Source: an optimization exercise on an open RTL-to-GDS flow (aim: small area). Production flows keep margins and buffers that such runs may drop.
In this exercise RTL edits were held to simulation tests only and were not proved equivalent to the original.
The clock port is modelled as an ideal driver; clocking choices that lean on that would not hold on a real chip.
Power and IR drop assume default switching activity.

==> flow/design.v (excerpt) <==
module axi_stream_insert_header#(
    parameter DATA_WD = 32,
    parameter DATA_BYTE_WD = DATA_WD / 8,
    parameter BYTE_CNT_WD = $clog2(DATA_BYTE_WD)
    )(
    input 						clk,
    input 						rst_n,
    input 						valid_in,
    input [DATA_WD-1 : 0]		data_in,
    input [DATA_BYTE_WD-1 : 0]	keep_in,
    input 						last_in,
    output 						ready_in,
    output 						valid_out,
    output [DATA_WD-1 : 0] 		data_out,
    output [DATA_BYTE_WD-1 : 0] keep_out,
    output 						last_out,
    input 						ready_out,
    input 						valid_insert,
    input [DATA_WD-1 : 0] 		header_insert,
    input [DATA_BYTE_WD-1 : 0] 	keep_insert,
    input [BYTE_CNT_WD : 0] 	byte_insert_cnt,
    output 						ready_insert
);
Size: about 370 cells after synthesis, about 5700 um^2 of cells after synthesis.
clock: 4.0 ns
lec_check: 0
cap_margin: 20
core_margin: 2
core_utilization: 40
gpl_timing_driven: 0
slew_margin: 20
standard.sh (not shown) runs the stock make flow with config.mk's settings and CLKGATE_MAP_FILE= SYNTH_SCRIPT=/design/flow/synth_recipe.tcl, a recipe that flattens the netlist after the stock synthesis.
==> flow/flow/run.sh <==
#!/bin/bash
# Layout flow: the standard ORFS flow (standard.sh), with
#  - the standard synthesis script, its ABC mapping step given an area-oriented script,
#  - port buffers of the smallest buffer cell (buf_1),
#  - CTS with small clock buffers and no dummy loads; afterwards (POST_CTS_TCL)
#    clock buffers whose sinks see a high estimated slew are upsized,
#  - power recovery (downsizing of non-critical cells) after global routing.
set -euo pipefail
W=$(pwd)
cat > "$W/synth_area.tcl" <<EOT
proc abc {args} {
  set i [lsearch \$args -script]
  lset args [expr {\$i + 1}] $W/flow/abc_area.script
  yosys abc {*}\$args
}
EOT
cat "$W/synth_recipe.tcl" >> "$W/synth_area.tcl"
bash "$W/standard.sh" \
  "SYNTH_SCRIPT=$W/synth_area.tcl" \
  "BUFFER_PORTS_ARGS=-buffer_cell sky130_fd_sc_hd__buf_1" \
  "CTS_ARGS=-sink_clustering_enable -repair_clock_nets -dont_use_dummy_load -buf_list {sky130_fd_sc_hd__clkbuf_4}" \
  "POST_CTS_TCL=$W/flow/upsize_clk.tcl" \
  "RECOVER_POWER=100" \
  finish > "$W/standard_make.log" 2>&1
==> flow/flow/abc_area.script <==
strash
&get -n
&st
&nf -R 1000 -p -a
&put
topo
==> flow/flow/upsize_clk.tcl <==
# After CTS: clock buffers whose clock pins see a high estimated slew are
# swapped for the next larger clock buffer, then placement is legalised again.
proc uck_run { th } {
  set block [ord::get_db_block]
  for {set pass 0} {$pass < 3} {incr pass} {
    estimate_parasitics -placement
    set changed 0
    foreach inst [$block getInsts] {
      set m [[$inst getMaster] getName]
      if {![string match sky130_fd_sc_hd__clkbuf_* $m]} { continue }
      set out [$inst findITerm X]
      set net [$out getNet]
      if {$net == "NULL"} { continue }
      set mx 0
      foreach it [$net getITerms] {
        if {[$it isOutputSignal]} { continue }
        set p [get_pins [$it getName]]
        set s [get_property $p slew_max]
        if {$s > $mx} { set mx $s }
      }
      if {$mx > $th} {
        set next ""
        switch $m {
          sky130_fd_sc_hd__clkbuf_2 { set next sky130_fd_sc_hd__clkbuf_4 }
          sky130_fd_sc_hd__clkbuf_4 { set next sky130_fd_sc_hd__clkbuf_8 }
          sky130_fd_sc_hd__clkbuf_8 { set next sky130_fd_sc_hd__clkbuf_16 }
        }
        if {$next ne ""} {
          puts "UCK: [$inst getName] $m -> $next (slew [format %.4f $mx])"
          replace_cell [$inst getName] $next
          incr changed
        }
      }
    }
    if {$changed == 0} { break }
  }
}
uck_run 0.115
detailed_placement
The first run ran to the end with violations: capacitance limit, slew limit.
==> next run, changes <==
--- a/flow/flow/run.sh
+++ b/flow/flow/run.sh
@@ -7 +7 @@
-#  - power recovery (downsizing of non-critical cells) after global routing.
+#  - no buffers larger than buf_4 for the resizer's repairs.
@@ -23 +23,4 @@
-  "RECOVER_POWER=100" \
+  "PRE_GLOBAL_PLACE_TCL=$W/flow/dont_use_big_bufs.tcl" \
+  "PRE_RESIZE_TCL=$W/flow/dont_use_big_bufs.tcl" \
+  "PRE_CTS_TCL=$W/flow/dont_use_big_bufs.tcl" \
+  "PRE_GLOBAL_ROUTE_TCL=$W/flow/dont_use_big_bufs.tcl" \
==> flow/flow/dont_use_big_bufs.tcl (new file) <==
set_dont_use {sky130_fd_sc_hd__buf_6 sky130_fd_sc_hd__buf_8 sky130_fd_sc_hd__buf_12 sky130_fd_sc_hd__buf_16 sky130_fd_sc_hd__bufbuf_8 sky130_fd_sc_hd__bufbuf_16}
The new run passed the timing, design-rule and antenna checks; wire length stays flat; setup slack gains 470 ps; global-route usage barely changes; register-to-register slack improves by 340 ps; final area came out lower by 0.56%; clock skew barely changes; sequential power is about the same; critical path depth stays the same.
==> next run, changes <==
--- a/flow/flow/run.sh
+++ b/flow/flow/run.sh
@@ -6,2 +6 @@
-#    clock buffers whose sinks see a high estimated slew are upsized,
-#  - no buffers larger than buf_4 for the resizer's repairs.
+#    clock buffers whose sinks see a high estimated slew are upsized.
@@ -23,4 +21,0 @@
-  "PRE_GLOBAL_PLACE_TCL=$W/flow/dont_use_big_bufs.tcl" \
-  "PRE_RESIZE_TCL=$W/flow/dont_use_big_bufs.tcl" \
-  "PRE_CTS_TCL=$W/flow/dont_use_big_bufs.tcl" \
-  "PRE_GLOBAL_ROUTE_TCL=$W/flow/dont_use_big_bufs.tcl" \
removed: flow/flow/dont_use_big_bufs.tcl
Effect:
- register-to-register slack barely changes
- die area stays the same
- sequential cell count does not change

* * *

Another version of the RTL of axi_stream_insert_header (not shown whole).
For scale: ~380 cells after synthesis, roughly 150 flip-flops, about 5800 sq um of cells after synthesis.
Settings: LEC_CHECK=0, CAP_MARGIN=20, CORE_MARGIN=2, CORE_UTILIZATION=55, GPL_TIMING_DRIVEN=0, PLACE_DENSITY=0.7, SLEW_MARGIN=20; clock period 4.0 ns.
==> flow/flow/run.sh <==
#!/bin/bash
# Layout flow: the standard ORFS flow (standard.sh), with
#  - the standard synthesis script, its ABC mapping step given an area-oriented script,
#  - port buffers of the smallest buffer cell (buf_1),
#  - CTS with small clock buffers and no dummy loads; afterwards (POST_CTS_TCL)
#    clock buffers whose sinks see a high estimated slew are upsized.
set -euo pipefail
W=$(pwd)
cat > "$W/synth_area.tcl" <<EOT
proc abc {args} {
  set i [lsearch \$args -script]
  lset args [expr {\$i + 1}] $W/flow/abc_area.script
  yosys abc {*}\$args
}
EOT
cat "$W/synth_recipe.tcl" >> "$W/synth_area.tcl"
bash "$W/standard.sh" \
  "SYNTH_SCRIPT=$W/synth_area.tcl" \
  "BUFFER_PORTS_ARGS=-buffer_cell sky130_fd_sc_hd__buf_1" \
  "CTS_ARGS=-sink_clustering_enable -repair_clock_nets -dont_use_dummy_load -buf_list {sky130_fd_sc_hd__clkbuf_4}" \
  "POST_CTS_TCL=$W/flow/upsize_clk.tcl" \
  finish > "$W/standard_make.log" 2>&1
Scripts as last shown in full above: flow/flow/abc_area.script, flow/flow/upsize_clk.tcl
Then changed:
- CORE_UTILIZATION: 55 -> 40
- PLACE_DENSITY: 0.7 -> 0.8
The changed run produced a clean layout.
Count of clock-buffer cells in the layout stays the same.
Non-clock buffer count is unchanged.
Die area rises by a quarter to a third.
First-iteration DRC count goes up by a few percent.
Worst setup slack got worse by 0.079 ns.
Clock power came out lower slightly.
Combinational power came out higher by a few percent.
Core utilization goes down by 17 points.
Routed wire length increases by a few percent.
Then changed:
--- a/flow/flow/upsize_clk.tcl
+++ b/flow/flow/upsize_clk.tcl
@@ -36,4 +36,4 @@
   }
 }
-uck_run 0.115
+uck_run 0.105
 detailed_placement
- PLACE_DENSITY: 0.8 -> unset
What happened: Clock skew rose by 0.0063 ns; setup slack improved by 0.062 ns; final area hardly moves.
Then changed:
--- a/flow/flow/upsize_clk.tcl
+++ b/flow/flow/upsize_clk.tcl
@@ -36,4 +36,4 @@
   }
 }
-uck_run 0.105
+uck_run 0.115
 detailed_placement
What happened: Cell area goes down by 0.37%. Total power decreases by 1.7%. Global-route usage stays flat.

* * *

The RTL this note starts from:
==> flow/design.v <==
module axi_stream_insert_header#(
    parameter DATA_WD = 32,
    parameter DATA_BYTE_WD = DATA_WD / 8,
    parameter BYTE_CNT_WD = $clog2(DATA_BYTE_WD)
    )(
    input 						clk,
    input 						rst_n,
    input 						valid_in,
    input [DATA_WD-1 : 0]		data_in,
    input [DATA_BYTE_WD-1 : 0]	keep_in,
    input 						last_in,
    output 						ready_in,
    output 						valid_out,
    output [DATA_WD-1 : 0] 		data_out,
    output [DATA_BYTE_WD-1 : 0] keep_out,
    output 						last_out,
    input 						ready_out,
    input 						valid_insert,
    input [DATA_WD-1 : 0] 		header_insert,
    input [DATA_BYTE_WD-1 : 0] 	keep_insert,
    input [BYTE_CNT_WD : 0] 	byte_insert_cnt,
    output 						ready_insert
);
reg ins;         
reg rdy;         
reg vo;          
wire hs = valid_insert & rdy;
always @(posedge clk or negedge rst_n) begin
    if (!rst_n) begin
        ins <= 1'b0;
        rdy <= 1'b0;
    end else begin
        ins <= hs;
        rdy <= ~ins;
    end
end
always @(posedge clk or negedge rst_n) begin
    if (!rst_n)
        vo <= 1'b1;
    else
        vo <= ~(ins & rdy);
end
assign ready_insert = rdy;
assign valid_out    = vo;
reg l1, l2, p1, p2;
wire pulse = ~l1 & l2;
always @(posedge clk or negedge rst_n) begin
    if (!rst_n) begin
        l1 <= 1'b0;
        l2 <= 1'b0;
        p1 <= 1'b0;
        p2 <= 1'b0;
    end else begin
        l1 <= last_in;
        l2 <= l1;
        p1 <= pulse;
        p2 <= p1;
    end
end
assign ready_in = ~pulse;
assign last_out = p2;
wire c4 = (keep_insert == 4'b1111);
wire c3 = (keep_insert == 4'b0111);
wire c2 = (keep_insert == 4'b0011);
wire c1 = (keep_insert == 4'b0001);
wire cv = c4 | c3 | c2 | c1;
wire en = valid_in & ready_in;
reg [31:0] d1, d2;
reg [3:0]  kin;
reg        d1v, d2v;
always @(posedge clk) begin
    if (en) begin
        d1  <= data_in;
        d2  <= d1;
        kin <= keep_in;
    end
end
always @(posedge clk or negedge rst_n) begin
    if (!rst_n) begin
        d1v <= 1'b0;
        d2v <= 1'b0;
    end else if (en) begin
        d1v <= 1'b1;
        d2v <= d1v;
    end
end
wire [3:0]  kins = kin & {4{d1v}};
reg [31:0] hdr;
reg [3:0]  hm;       
reg [3:0]  k;        
always @(posedge clk) begin
    if (hs & cv)
        hdr <= header_insert;
end
always @(posedge clk or negedge rst_n) begin
    if (!rst_n) begin
        hm <= 4'b0;
        k  <= 4'b0;
    end else if (hs) begin
        if (cv)
            hm <= {c4, c4 | c3, c4 | c3 | c2, 1'b1};
        k <= {c4, c3, c2, c1};
    end
end
wire s4 = ins ? c4 : k[3];
wire s3 = ins ? c3 : k[2];
wire s2 = ins ? c2 : k[1];
wire s1 = ins ? c1 : k[0];
wire ld = s4 | s3 | s2 | s1;
wire [3:0] th = {4{ins & c4}} & hm;         
wire       t4 = ~ins & k[3] & d2v;          
wire       a3 = ins & c3, b3 = ~ins & k[2] & d2v;
wire       a2 = ins & c2, b2 = ~ins & k[1] & d2v;
wire       a1 = ins & c1, b1 = ~ins & k[0] & d2v;
wire       e3 = s3 & d1v, e2 = s2 & d1v, e1 = s1 & d1v;
wire [7:0] hi0 = header_insert[7:0],  hi1 = header_insert[15:8], hi2 = header_insert[23:16];
wire [7:0] q0 = d2[7:0], q1 = d2[15:8], q2 = d2[23:16], q3 = d2[31:24];
wire [7:0] r1 = d1[15:8], r2 = d1[23:16], r3 = d1[31:24];
reg [31:0] h;
reg        hv;
wire       nld = ~ld;
wire [7:0] h3 = h[31:24], h2 = h[23:16], h1 = h[15:8], h0 = h[7:0];
wire [7:0] hd3 = hdr[31:24], hd2 = hdr[23:16], hd1 = hdr[15:8], hd0 = hdr[7:0];
wire [7:0] g31 = ~(({8{th[3]}} & hd3) | ({8{t4}} & q3) | ({8{a3}} & hi2));
wire [7:0] g32 = ~(({8{b3}} & q2) | ({8{a2}} & hi1) | ({8{b2}} & q1));
wire [7:0] g33 = ~(({8{a1}} & hi0) | ({8{b1}} & q0) | ({8{nld}} & h3));
wire [7:0] g21 = ~(({8{th[2]}} & hd2) | ({8{t4}} & q2) | ({8{a3}} & hi1));
wire [7:0] g22 = ~(({8{b3}} & q1) | ({8{a2}} & hi0) | ({8{b2}} & q0));
wire [7:0] g23 = ~(({8{e1}} & r3) | ({8{nld}} & h2));
wire [7:0] g11 = ~(({8{th[1]}} & hd1) | ({8{t4}} & q1) | ({8{a3}} & hi0));
wire [7:0] g12 = ~(({8{b3}} & q0) | ({8{e2}} & r3) | ({8{e1}} & r2));
wire [7:0] g13 = ~({8{nld}} & h1);
wire [7:0] g01 = ~(({8{th[0]}} & hd0) | ({8{t4}} & q0) | ({8{e3}} & r3));
wire [7:0] g02 = ~(({8{e2}} & r2) | ({8{e1}} & r1) | ({8{nld}} & h0));
wire [7:0] hn3 = ~(g31 & g32 & g33);
wire [7:0] hn2 = ~(g21 & g22 & g23);
wire [7:0] hn1 = ~(g11 & g12 & g13);
wire [7:0] hn0 = ~(g01 & g02);
wire [31:0] hn = {hn3, hn2, hn1, hn0};
always @(posedge clk) begin
    h <= hn;
end
always @(posedge clk or negedge rst_n) begin
    if (!rst_n)
        hv <= 1'b0;
    else if (ld)
        hv <= 1'b1;
end
assign data_out = ({32{ready_out & hv}} & h) | ({32{~ready_out & d2v}} & d2);
reg [3:0] ko;
always @(posedge clk or negedge rst_n) begin
    if (!rst_n)
        ko <= 4'b0;
    else if (vo)
        ko <= 4'b1111;
    else if (p2) begin
        if (cv)
            ko <= ({4{c4}} & kins)
                | ({4{c3}} & {kins[2:0], 1'b0})
                | ({4{c2}} & {kins[1:0], 2'b0})
                | ({4{c1}} & {kins[0],   3'b0});
    end else
        ko <= 4'b0;
end
assign keep_out = ko;
endmodule
Settings: LEC_CHECK=0, CAP_MARGIN=0, CORE_MARGIN=2, CORE_UTILIZATION=40, GPL_TIMING_DRIVEN=0, SLEW_MARGIN=0; clock period 4.0 ns.
==> flow/flow/upsize_clk.tcl <==
# After CTS: clock buffers whose clock pins see a high estimated slew are
# swapped for the next larger clock buffer, then placement is legalised again.
proc uck_run { th } {
  set block [ord::get_db_block]
  for {set pass 0} {$pass < 3} {incr pass} {
    estimate_parasitics -placement
    set changed 0
    foreach inst [$block getInsts] {
      set m [[$inst getMaster] getName]
      if {![string match sky130_fd_sc_hd__clkbuf_* $m]} { continue }
      set out [$inst findITerm X]
      set net [$out getNet]
      if {$net == "NULL"} { continue }
      set mx 0
      foreach it [$net getITerms] {
        if {[$it isOutputSignal]} { continue }
        set p [get_pins [$it getName]]
        set s [get_property $p slew_max]
        if {$s > $mx} { set mx $s }
      }
      if {$mx > $th} {
        set next ""
        switch $m {
          sky130_fd_sc_hd__clkbuf_2 { set next sky130_fd_sc_hd__clkbuf_4 }
          sky130_fd_sc_hd__clkbuf_4 { set next sky130_fd_sc_hd__clkbuf_8 }
          sky130_fd_sc_hd__clkbuf_8 { set next sky130_fd_sc_hd__clkbuf_16 }
        }
        if {$next ne ""} {
          puts "UCK: [$inst getName] $m -> $next (slew [format %.4f $mx])"
          replace_cell [$inst getName] $next
          incr changed
        }
      }
    }
    if {$changed == 0} { break }
  }
}
uck_run 0.105
detailed_placement
Scripts as last shown in full above: flow/flow/run.sh, flow/flow/abc_area.script
Rerun with:
--- a/flow/flow/run.sh
+++ b/flow/flow/run.sh
@@ -4,4 +4,3 @@
 #  - port buffers of the smallest buffer cell (buf_1),
-#  - CTS with small clock buffers and no dummy loads; afterwards (POST_CTS_TCL)
-#    clock buffers whose sinks see a high estimated slew are upsized.
+#  - CTS with small clock buffers and no dummy loads.
 set -euo pipefail
@@ -19,4 +18,3 @@
   "BUFFER_PORTS_ARGS=-buffer_cell sky130_fd_sc_hd__buf_1" \
-  "CTS_ARGS=-sink_clustering_enable -repair_clock_nets -dont_use_dummy_load -buf_list {sky130_fd_sc_hd__clkbuf_4}" \
-  "POST_CTS_TCL=$W/flow/upsize_clk.tcl" \
+  "CTS_ARGS=-sink_clustering_enable -repair_clock_nets -dont_use_dummy_load -buf_list {sky130_fd_sc_hd__clkbuf_4 sky130_fd_sc_hd__clkbuf_8}" \
   finish > "$W/standard_make.log" 2>&1
Settings changed: CAP_MARGIN 0 to 20, GPL_TIMING_DRIVEN 0 to not set, SLEW_MARGIN 0 to 20.
removed: flow/flow/upsize_clk.tcl
Effect: Final area rises by 0.80%. Setup slack improved by 0.41 ns. Combinational power hardly moves.
Rerun with:
--- a/flow/flow/run.sh
+++ b/flow/flow/run.sh
@@ -4,3 +4,4 @@
 #  - port buffers of the smallest buffer cell (buf_1),
-#  - CTS with small clock buffers and no dummy loads.
+#  - CTS with small clock buffers and no dummy loads; afterwards (POST_CTS_TCL)
+#    clock buffers whose sinks see a high estimated slew are upsized.
 set -euo pipefail
@@ -18,3 +19,4 @@
   "BUFFER_PORTS_ARGS=-buffer_cell sky130_fd_sc_hd__buf_1" \
-  "CTS_ARGS=-sink_clustering_enable -repair_clock_nets -dont_use_dummy_load -buf_list {sky130_fd_sc_hd__clkbuf_4 sky130_fd_sc_hd__clkbuf_8}" \
+  "CTS_ARGS=-sink_clustering_enable -repair_clock_nets -dont_use_dummy_load -buf_list {sky130_fd_sc_hd__clkbuf_4}" \
+  "POST_CTS_TCL=$W/flow/upsize_clk.tcl" \
   finish > "$W/standard_make.log" 2>&1
==> flow/flow/upsize_clk.tcl (new file) <==
# After CTS: clock buffers whose clock pins see a high estimated slew are
# swapped for the next larger clock buffer, then placement is legalised again.
proc uck_run { th } {
  set block [ord::get_db_block]
  for {set pass 0} {$pass < 3} {incr pass} {
    estimate_parasitics -placement
    set changed 0
    foreach inst [$block getInsts] {
      set m [[$inst getMaster] getName]
      if {![string match sky130_fd_sc_hd__clkbuf_* $m]} { continue }
      set out [$inst findITerm X]
      set net [$out getNet]
      if {$net == "NULL"} { continue }
      set mx 0
      foreach it [$net getITerms] {
        if {[$it isOutputSignal]} { continue }
        set p [get_pins [$it getName]]
        set s [get_property $p slew_max]
        if {$s > $mx} { set mx $s }
      }
      if {$mx > $th} {
        set next ""
        switch $m {
          sky130_fd_sc_hd__clkbuf_2 { set next sky130_fd_sc_hd__clkbuf_4 }
          sky130_fd_sc_hd__clkbuf_4 { set next sky130_fd_sc_hd__clkbuf_8 }
          sky130_fd_sc_hd__clkbuf_8 { set next sky130_fd_sc_hd__clkbuf_16 }
        }
        if {$next ne ""} {
          puts "UCK: [$inst getName] $m -> $next (slew [format %.4f $mx])"
          replace_cell [$inst getName] $next
          incr changed
        }
      }
    }
    if {$changed == 0} { break }
  }
}
uck_run 0.105
detailed_placement
Settings changed: GPL_TIMING_DRIVEN set to 0.
Outcome: The changed run finished clean. Power is lower by about 2.6%. Core utilization is lower by 0.69 points. Worst setup slack degrades by 0.38 ns. Sequential cell count stays the same. Non-clock buffer count is lower by 12. Cell area is lower by about 1.4%. Wire length is higher by about 1%. Clock skew is higher by 0.0043 ns.
Rerun with:
Settings changed: GPL_TIMING_DRIVEN 0 to not set.
Outcome: The new run completed with no timing, DRC or antenna violations. Synthesized cell count does not change. Via count is lower by 0.48%. Routed wire length falls by 0.56%. Hold slack hardly moves. Count of clock-buffer cells in the layout stays the same. Final area went up by 0.61%. Power falls by 0.62%. Maximum frequency went up by 16%. Register-to-register slack is better by 0.64 ns. Sequential power hardly moves. Worst setup slack gets better by 0.42 ns.

==> static timing again, ports no longer ideal <==
The flow's constraints put no driver on any port. The routed layouts listed below were extracted and timed again, unchanged, in two steps.
Step 1 sets driving cells, clkbuf_16 on the clock port and buf_2 on the other inputs (assumed; they add their load-dependent delay and slew).
Step 2 times the ports against the registers' clock, not the clock port: input delays grow and output delays shrink by t, the midpoint of the rising clock arrivals with the driver on.
a / b / c = no drivers / after step 1 / after step 2; a / b = the first two.
run | t (ns) | slack for setup (ns) | worst setup path after step 2 | clock arrival spread, ns | slew at the worst register clock pin (ns)
the first run of note 1 | 0.397 | 0.605 / 0.574 / 0.496 | input to register | 0.029 / 0.029 | 0.11 / 0.11
the second run of note 1 | 0.396 | 1.075 / 1.044 / 0.880 | input to register | 0.032 / 0.032 | 0.10 / 0.10
the third run of note 1 | 0.397 | 1.129 / 1.099 / 0.838 | input to register | 0.031 / 0.030 | 0.11 / 0.11
the first run of note 2 | 0.390 | 1.107 / 1.096 / 0.753 | input to register | 0.033 / 0.033 | 0.11 / 0.11
the second run of note 2 | 0.400 | 1.028 / 1.028 / 0.661 | input to register | 0.037 / 0.038 | 0.11 / 0.11
the third run of note 2 | 0.400 | 1.089 / 1.089 / 0.709 | input to register | 0.037 / 0.037 | 0.10 / 0.10
the fourth run of note 2 | 0.395 | 1.152 / 1.161 / 0.775 | input to register | 0.032 / 0.032 | 0.11 / 0.11
the first run of note 3 | 0.402 | 0.831 / 0.853 / 0.451 | input to register | 0.032 / 0.032 | 0.10 / 0.10
the second run of note 3 | 0.482 | 1.246 / 1.214 / 1.022 | input to register | 0.024 / 0.025 | 0.09 / 0.09
the third run of note 3 | 0.406 | 0.866 / 0.887 / 0.480 | input to register | 0.031 / 0.031 | 0.10 / 0.10
the fourth run of note 3 | 0.404 | 1.287 / 1.255 / 1.029 | input to register | 0.031 / 0.031 | 0.10 / 0.10
The setup slack of the third run of note 3, which loses most, moves by +0.021 ns with the drivers and by -0.386 ns with both steps.
